Context: an optimization exercise on an open-source flow, tuned for small area and a short achievable clock period. The choices shown serve that exercise and are no tape-out recipe. Function was checked by simulation only, so behaviour that the tests miss may differ from the original. Power and IR drop assume default switching activity.

## fp_mul
module fp_mul(
    input clk,
    input rst,
    input [31:0] a_s,
    input [31:0] b_s,
    output reg [31:0] c_out,
    output reg overflow
);
clock: 4.0 ns
lec_check: 0
cap_margin: 20
core_margin: 2
core_utilization: 55
setup_slack_margin: 2.1
slew_margin: 20
standard.sh (not shown) runs the stock make flow with config.mk's settings and CLKGATE_MAP_FILE= SYNTH_SCRIPT=/design/flow/synth_recipe.tcl, a recipe that flattens the netlist after the stock synthesis.
==> flow/flow/run.sh <==
#!/bin/bash
# Standard layout (the standard.sh), with these changes:
#  - port buffers made of sky130_fd_sc_hd__buf_1 cells instead of the default pick;
#  - clock tree leaves of clkbuf_4 under a clkbuf_16 root, no dummy loads;
#  - no mapping of adders to full/half-adder cells (abc maps them);
#  - abc maps the logic with flow/abc.script (no abc-level buffering or sizing;
#    the resizer does that after placement). Everything else in ORFS's scripts
#    folder is used unchanged, from a copy.
set -euo pipefail
cp -r "$FLOW_HOME/scripts" scripts_mod
cp flow/abc.script scripts_mod/abc_speed.script
export SCRIPTS_DIR="$PWD/scripts_mod"
export BUFFER_PORTS_ARGS="-buffer_cell sky130_fd_sc_hd__buf_1"
export CTS_ARGS="-sink_clustering_enable -repair_clock_nets -buf_list sky130_fd_sc_hd__clkbuf_4 -root_buf sky130_fd_sc_hd__clkbuf_16 -dont_use_dummy_load"
bash standard.sh ADDER_MAP_FILE= finish > standard_make.log 2>&1
==> flow/flow/abc.script <==
strash
dch
map -B 0.9
topo
stime -c
buffer -c
upsize -c
dnsize -c
Then changed:
==> flow/flow/run.sh (replaced) <==
#!/bin/bash
# Standard layout (the standard.sh), with these changes:
#  - port buffers made of sky130_fd_sc_hd__buf_1 cells instead of the default pick;
#  - clock tree leaves of clkbuf_8 under a clkbuf_16 root, no dummy loads;
#  - no mapping of adders to full/half-adder cells (abc maps them);
#  - abc maps the logic with flow/abc.script (no abc-level buffering or sizing;
#    the resizer does that after placement). Everything else in ORFS's scripts
#    folder is used unchanged, from a copy.
set -euo pipefail
cp -r "$FLOW_HOME/scripts" scripts_mod
cp flow/abc.script scripts_mod/abc_speed.script
export SCRIPTS_DIR="$PWD/scripts_mod"
export BUFFER_PORTS_ARGS="-buffer_cell sky130_fd_sc_hd__buf_1"
export CTS_ARGS="-sink_clustering_enable -repair_clock_nets -buf_list sky130_fd_sc_hd__clkbuf_8 -root_buf sky130_fd_sc_hd__clkbuf_16 -dont_use_dummy_load"
bash standard.sh ADDER_MAP_FILE= finish > standard_make.log 2>&1
- CORE_UTILIZATION: 55 -> 40
- SETUP_SLACK_MARGIN: 2.1 -> 2.3
- TNS_END_PERCENT: default -> 0
What happened:
- The new run finished clean
- sequential power is about the same
- worst setup slack loses 0.0095 ns
- routed wire length goes up slightly
Then changed:
- PLACE_DENSITY: default -> 0.8
- SETUP_SLACK_MARGIN: 2.3 -> 2.1
- TNS_END_PERCENT: 0 -> default
=> The changed run finished clean; total power decreases slightly; worst hold slack gets worse by 0.0044 ns; worst setup slack gets worse by 0.040 ns; clock skew increases by 0.018 ns; combinational power decreases slightly; cell count hardly moves; utilization stays flat; die area is unchanged; sequential share of layout area stays flat.
Then changed:
- CORE_UTILIZATION: 40 -> 50
- PLACE_DENSITY: 0.8 -> default
What happened:
- The new run ran to the end with no violations
- final area rose by 0.64%
- via count barely changes
- non-clock buffer count decreases by 1
- cell count goes down by 4.0%
- setup slack improves by 0.068 ns
- power increases by 1.6%

---

Another version of the RTL of fp_mul (not shown whole).
Size: ~130 flip-flops, roughly 0.0059 mm^2 of cells after synthesis.
==> flow/config.mk <==
export PLATFORM = sky130hd
export DESIGN_NAME = fp_mul
export DESIGN_NICKNAME = fp_mul
export VERILOG_FILES = /design/flow/design.v
export SDC_FILE = /design/flow/constraint.sdc
export NUM_CORES = 4
export LEC_CHECK = 0
export CAP_MARGIN = 20
export CORE_MARGIN = 2
export CORE_UTILIZATION = 40
export SETUP_SLACK_MARGIN = 2.3
export SLEW_MARGIN = 20
==> flow/constraint.sdc <==
create_clock -name core_clock -period 4.0 [get_ports {clk}]
set_input_delay 0.8000 -clock core_clock [delete_from_list [all_inputs] [get_ports {clk}]]
set_output_delay 0.8000 -clock core_clock [all_outputs]
set_load 0.01 [all_outputs]
==> flow/flow/run.sh <==
#!/bin/bash
# Standard layout (the standard.sh), with these changes:
#  - port buffers made of sky130_fd_sc_hd__buf_1 cells instead of the default pick;
#  - clock tree leaves of clkbuf_8 under a clkbuf_16 root, no dummy loads;
#  - no mapping of adders to full/half-adder cells (abc maps them);
#  - abc maps the logic with flow/abc.script (no abc-level buffering or sizing;
#    the resizer does that after placement). Everything else in ORFS's scripts
#    folder is used unchanged, from a copy.
set -euo pipefail
cp -r "$FLOW_HOME/scripts" scripts_mod
cp flow/abc.script scripts_mod/abc_speed.script
export SCRIPTS_DIR="$PWD/scripts_mod"
export BUFFER_PORTS_ARGS="-buffer_cell sky130_fd_sc_hd__buf_1"
export CTS_ARGS="-sink_clustering_enable -repair_clock_nets -buf_list sky130_fd_sc_hd__clkbuf_8 -root_buf sky130_fd_sc_hd__clkbuf_16 -dont_use_dummy_load"
bash standard.sh ADDER_MAP_FILE= finish > standard_make.log 2>&1
==> flow/flow/abc.script <==
strash
dch
map -B 0.9
topo
The starting point completed without violations.
Next try:
==> flow/flow/abc.script (replaced) <==
&get -n
&st
&dch
&nf
&put
- SETUP_SLACK_MARGIN: 2.3 -> 2.0
The new run finished with timing, DRC and antenna clean.
Global-route usage went down by 1.3 points.
Hold slack hardly moves.
Clock-buffer cell count does not change.
Next try:
==> flow/flow/abc.script (replaced) <==
strash
dch
map -B 0.9
topo
stime -c
buffer -c
upsize -c
dnsize -c
- SETUP_SLACK_MARGIN: 2.0 -> 2.3
What happened:
- The changed run produced a clean layout
- routed wire length grows by about 19%
- total power came out lower by 3.8%
- via count came out higher by about 20%
Next try:
- SETUP_SLACK_MARGIN: 2.3 -> 2.2
Outcome: The changed run produced a clean layout; via count goes down by about 1.2%; cell area fell by about 2%; worst hold slack gets better by 0.0033 ns; die area is unchanged; synthesized cell count is unchanged; combinational power falls by 3.5%; core utilization decreases by 1.1 points; first-iteration DRC count shrinks by about 6%.

---

Setup of garnet:
RTL: one of the versions met above, not the one the previous note started from.
Size: roughly 760 cells after synthesis, roughly 130 flip-flops, ~99 I/O pins.
export LEC_CHECK = 0
export CAP_MARGIN = 20
export CORE_MARGIN = 2
export CORE_UTILIZATION = 40
export SETUP_SLACK_MARGIN = 2.15
export SLEW_MARGIN = 20
create_clock -name core_clock -period 4.0 [get_ports {clk}]
==> flow/flow/abc.script <==
strash
dch
map -B 0.9
topo
stime -c
buffer -c
upsize -c
dnsize -c
Scripts as last shown in full above: flow/flow/run.sh
Input-level comparison between juniper and garnet:
- a change of SETUP_SLACK_MARGIN from 2.15 to 2.1
==> flow/flow/abc.script <==
strash
dch
map -D 1600 -B 0.9
topo
stime -c
buffer -c
upsize -c -D 1600
dnsize -c -D 1600
### Flow results
juniper was carried through to the last stage, and its layout satisfied the timing, DRC and antenna checks. [juniper] maximum cell stage delay along the critical path rose 0.22 ns relative to garnet. In juniper the slew at the pin closest to its max-slew limit turned out 0.15 ns lower than in garnet. Via count for juniper: 122 down relative to garnet. Diff garnet -> juniper | total routed wirelength | down by a few percent.

---

fjord:
The RTL this note starts from:
==> flow/design.v <==
module fp_mul(
    input clk,
    input rst,
    input [31:0] a_s,
    input [31:0] b_s,
    output reg [31:0] c_out,
    output reg overflow
);
    reg [4:0] cnt;
    wire start = (cnt == 5'd0);
    wire done  = (cnt == 5'd25);
    wire eadd  = (cnt != 5'd0) && (cnt <= 5'd8);
    reg [22:0] A;         
    reg [22:0] B;         
    reg [23:0] P;         
    reg        p23;       
    reg [7:0]  X;         
    reg [7:0]  Y;         
    reg        cy;        
    reg        Z;         
    reg        sx, sr;    
    wire [23:0] pp = B[0] ? {1'b1, A} : 24'd0;
    wire [24:0] T  = {1'b0, P} + {1'b0, pp};
    wire es = X[0] ^ Y[0] ^ (cy & eadd);
    wire ec = (X[0] & Y[0]) | (X[0] & cy) | (Y[0] & cy);
    always @(posedge clk) begin
        if (start) begin
            A  <= a_s[22:0];
            B  <= b_s[22:0];
            X  <= a_s[30:23];
            Y  <= b_s[30:23];
            cy <= 1'b1;
            sx <= a_s[31];
            sr <= a_s[31] ^ b_s[31];
            P  <= 24'd0;
        end else begin
            B  <= {1'b1, B[22:1]};
            X  <= {es, X[7:1]};
            Y  <= {1'b0, Y[7:1]};
            if (eadd) cy <= ec;
            P  <= T[24:1];
        end
        p23 <= T[0];
        if (cnt == 5'd1) Z <= (X == 8'd0) || (Y == 8'd0);
    end
    wire        p47 = P[23];
    wire [7:0]  e   = {~X[7], X[6:0]};
    wire        e8  = ~(cy ^ X[7]);
    wire [7:0]  eo  = e + {7'd0, p47};
    wire        of  = e8 | (p47 & (&e));
    wire [22:0] fr  = p47 ? P[22:0] : {P[21:0], p23};
    always @(posedge clk) begin
        if (rst || done)
            cnt <= 5'd0;
        else
            cnt <= cnt + 5'd1;
        if (rst) begin
            c_out    <= 32'd0;
            overflow <= 1'b0;
        end else if (done) begin
            c_out    <= Z ? {sx, 31'd0} : {sr, eo, fr};
            overflow <= of;
        end
    end
endmodule
clock: 4.0 ns
lec_check: 0
cap_margin: 20
core_margin: 2
core_utilization: 40
slew_margin: 20
run.sh (not shown) runs the stock make flow with config.mk's settings and CLKGATE_MAP_FILE= SYNTH_SCRIPT=/design/flow/synth_recipe.tcl, a recipe that flattens the netlist after the stock synthesis.
Stock flow here: none of the scripts above is used.
fjord ran to completion and came out clean on the timing, DRC and antenna checks.
Changes in ember relative to fjord:
- changing CORE_UTILIZATION from 40 to 60
- setting CTS_BUF_LIST to sky130_fd_sc_hd__clkbuf_4 sky130_fd_sc_hd__clkbuf_8 for the first time
### Flow results
ember vs. fjord: proportion of power drawn by combinational gates moved up; setup slack moved up.
Across both runs, arrival time reported for the critical path endpoint was lower for ember than for fjord.
Comparing ember and fjord, share of the clock period used by the worst path is lower on ember.
Via total after detailed routing delta (ember -> fjord): insignificant
Worst hold-check slack in ember is 4.0 ps higher than in fjord
Max delay of the slowest cell on the worst path across ember and fjord: fjord
The run showing the smaller part of the total power dissipated in sequential elements is fjord.
Inputs modified between ember and sierra:
- CTS_BUF_LIST: sky130_fd_sc_hd__clkbuf_4 sky130_fd_sc_hd__clkbuf_8 -> unset
- SETUP_SLACK_MARGIN: unset -> 2.2
- ABC_CLOCK_PERIOD_IN_PS: unset -> 1800
- CORE_UTILIZATION: 60 -> 40
==> flow/flow/run.sh (new file) <==
#!/bin/bash
# Standard layout, with the port buffers made of sky130_fd_sc_hd__buf_1 cells.
set -euo pipefail
export BUFFER_PORTS_ARGS="-buffer_cell sky130_fd_sc_hd__buf_1"
bash standard.sh > standard_make.log 2>&1
==> flow/standard.sh (new file) <==
#!/bin/bash
# synth_recipe.tcl (not shown) runs the flow's synth.tcl, then flattens the netlist and writes it again
# the make line also repeats each setting of config.mk as NAME=value (left out here)
make -C /OpenROAD-flow-scripts/flow DESIGN_CONFIG=/design/flow/config.mk WORK_HOME=/design/flow/orfs CLKGATE_MAP_FILE= SYNTH_SCRIPT=/design/flow/synth_recipe.tcl "${@:-finish}"
removed: flow/run.sh
[summary]
- Routed wire in sierra totals more than in ember.
- When sierra is set beside ember, its worst clock skew turns out to be 4.1 ps smaller.
- Die size: sierra exceeds ember
- Cell-internal power up about 18% in sierra wrt ember
- Higher sequential share of cell area was reported by ember, not sierra.
- Between sierra and ember, the final critical-path share of the clock period is higher for ember.
- Diff sierra and ember: maximum clock rate lower in ember
- Part of the power in the clock network is lower on ember
> inputs changed (sierra -> onyx)
- a change of SETUP_SLACK_MARGIN from 2.2 to 1.8
- a change of ABC_CLOCK_PERIOD_IN_PS from 1800 to 2000
==> flow/run.sh (new file) <==
#!/bin/bash
# synth_recipe.tcl (not shown) runs the flow's synth.tcl, then flattens the netlist and writes it again
# the make line also repeats each setting of config.mk as NAME=value (left out here)
make -C /OpenROAD-flow-scripts/flow DESIGN_CONFIG=/design/flow/config.mk WORK_HOME=/design/flow/orfs CLKGATE_MAP_FILE= SYNTH_SCRIPT=/design/flow/synth_recipe.tcl finish
removed: flow/flow/run.sh
removed: flow/standard.sh
Findings:
Between onyx and sierra, it is onyx whose cell area is higher, by 3.1%. Of sierra and onyx, the run reporting the lower count of plain and timing-repair buffers was onyx. Relative to sierra, the first-pass GRT wire length measured on onyx has decreased by a few percent. Measured against each other, sierra and onyx differ in area added between synthesis and finish, the higher figure coming from onyx. Run comparison: sierra slowest cell on the critical path a2111o_1; onyx slowest cell on the critical path edfxtp_1. onyx — utilization 1.6 points higher, sierra as reference.
Changes in amber relative to onyx:
==> flow/flow/run.sh (new file) <==
#!/bin/bash
# Standard layout, with the port buffers made of sky130_fd_sc_hd__buf_1 cells.
set -euo pipefail
export BUFFER_PORTS_ARGS="-buffer_cell sky130_fd_sc_hd__buf_1"
bash standard.sh > standard_make.log 2>&1
==> flow/standard.sh (new file) <==
#!/bin/bash
# synth_recipe.tcl (not shown) runs the flow's synth.tcl, then flattens the netlist and writes it again
# the make line also repeats each setting of config.mk as NAME=value (left out here)
make -C /OpenROAD-flow-scripts/flow DESIGN_CONFIG=/design/flow/config.mk WORK_HOME=/design/flow/orfs CLKGATE_MAP_FILE= SYNTH_SCRIPT=/design/flow/synth_recipe.tcl "${@:-finish}"
removed: flow/run.sh
Findings:
- amber ended with every stage complete and zero timing, DRC or antenna violations.
- Compare amber and onyx | fraction of power consumed by the clock network lower: onyx
- In the metrics for amber and onyx, the one carrying the higher multi-input logic area is onyx.
- amber vs onyx, utilization went down by 4.4 points.
- A critical path launch point of A[0]$_DFFE_PP_ is what onyx shows, while B[0]$_DFF_P_ belongs to amber.
Input-level comparison between zinc and amber:
==> flow/flow/run.sh <==
#!/bin/bash
# Standard layout, with the port buffers made of sky130_fd_sc_hd__buf_2 cells.
set -euo pipefail
export BUFFER_PORTS_ARGS="-buffer_cell sky130_fd_sc_hd__buf_2"
bash standard.sh > standard_make.log 2>&1
==> results.txt <==
- Timing, DRC, antenna: 0 failures across amber and zinc
- Comparing zinc against amber, there is no change at all in initial core utilization.
- Critical path depth was lower in the run labelled amber.
- Delta (zinc minus amber): worst hold slack essentially unchanged; setup slack decreased 36 ps; number of signal-net buffers in the layout increased 3; count of flip-flops and latches essentially unchanged; clock-buffer cell count decreased 1.
- Per the comparison of zinc with amber, wire length after detailed routing now sits higher, power now sits lower, area growth from synthesis to final layout now sits higher.
- Re aggregate global routing overflow: no difference whatsoever between amber and zinc.

[port drivers added, routing unchanged]
How much do the figures lean on ideal ports? The routed layouts below were timed once more, with nothing changed but the port constraints.
Step 1 (the two cells are an assumption about what drives the block):
set clk [get_ports {clk}]
set_driving_cell -lib_cell sky130_fd_sc_hd__clkbuf_16 $clk
set_driving_cell -lib_cell sky130_fd_sc_hd__buf_2 [delete_from_list [all_inputs] $clk]
Step 2 also shifts input and output timing later by t, the mid clock arrival at the registers, as if the neighbouring blocks saw the same clock.
a / b / c = no drivers / after step 1 / after step 2; a / b = the first two.
run | shift t [ns] | slack for setup (ns) | latest minus earliest clock arrival (ns)
the first run of note 1 | 0.384 | 2.192 / 2.192 / 1.912 | 0.049 / 0.049
the second run of note 1 | 0.404 | 2.183 / 2.200 / 1.796 | 0.022 / 0.022
the third run of note 1 | 0.401 | 2.143 / 2.157 / 1.755 | 0.035 / 0.035
the fourth run of note 1 | 0.408 | 2.210 / 2.206 / 1.859 | 0.023 / 0.023
the first run of note 2 | 0.404 | 2.236 / 2.235 / 2.089 | 0.024 / 0.024
the second run of note 2 | 0.398 | 1.936 / 1.936 / 1.815 | 0.025 / 0.026
the third run of note 2 | 0.399 | 2.223 / 2.223 / 1.999 | 0.025 / 0.025
the fourth run of note 2 | 0.402 | 2.254 / 2.227 / 1.903 | 0.023 / 0.024
garnet | 0.399 | 2.218 / 2.213 / 1.843 | 0.029 / 0.030
juniper | 0.405 | 2.224 / 2.219 / 1.868 | 0.028 / 0.028
fjord | 0.456 | 1.244 / 1.244 / 1.244 | 0.008 / 0.008
ember | 0.481 | 1.266 / 1.266 / 1.266 | 0.011 / 0.011
sierra | 0.462 | 1.792 / 1.792 / 1.792 | 0.008 / 0.008
onyx | 0.453 | 1.807 / 1.801 / 1.575 | 0.009 / 0.008
amber | 0.465 | 1.767 / 1.767 / 1.767 | 0.008 / 0.008
zinc | 0.465 | 1.731 / 1.731 / 1.731 | 0.006 / 0.007
After both steps every run listed still meets setup and hold. The setup slack of the third run of note 1, which loses most, moves by +0.014 ns with the drivers and by -0.388 ns with both steps.
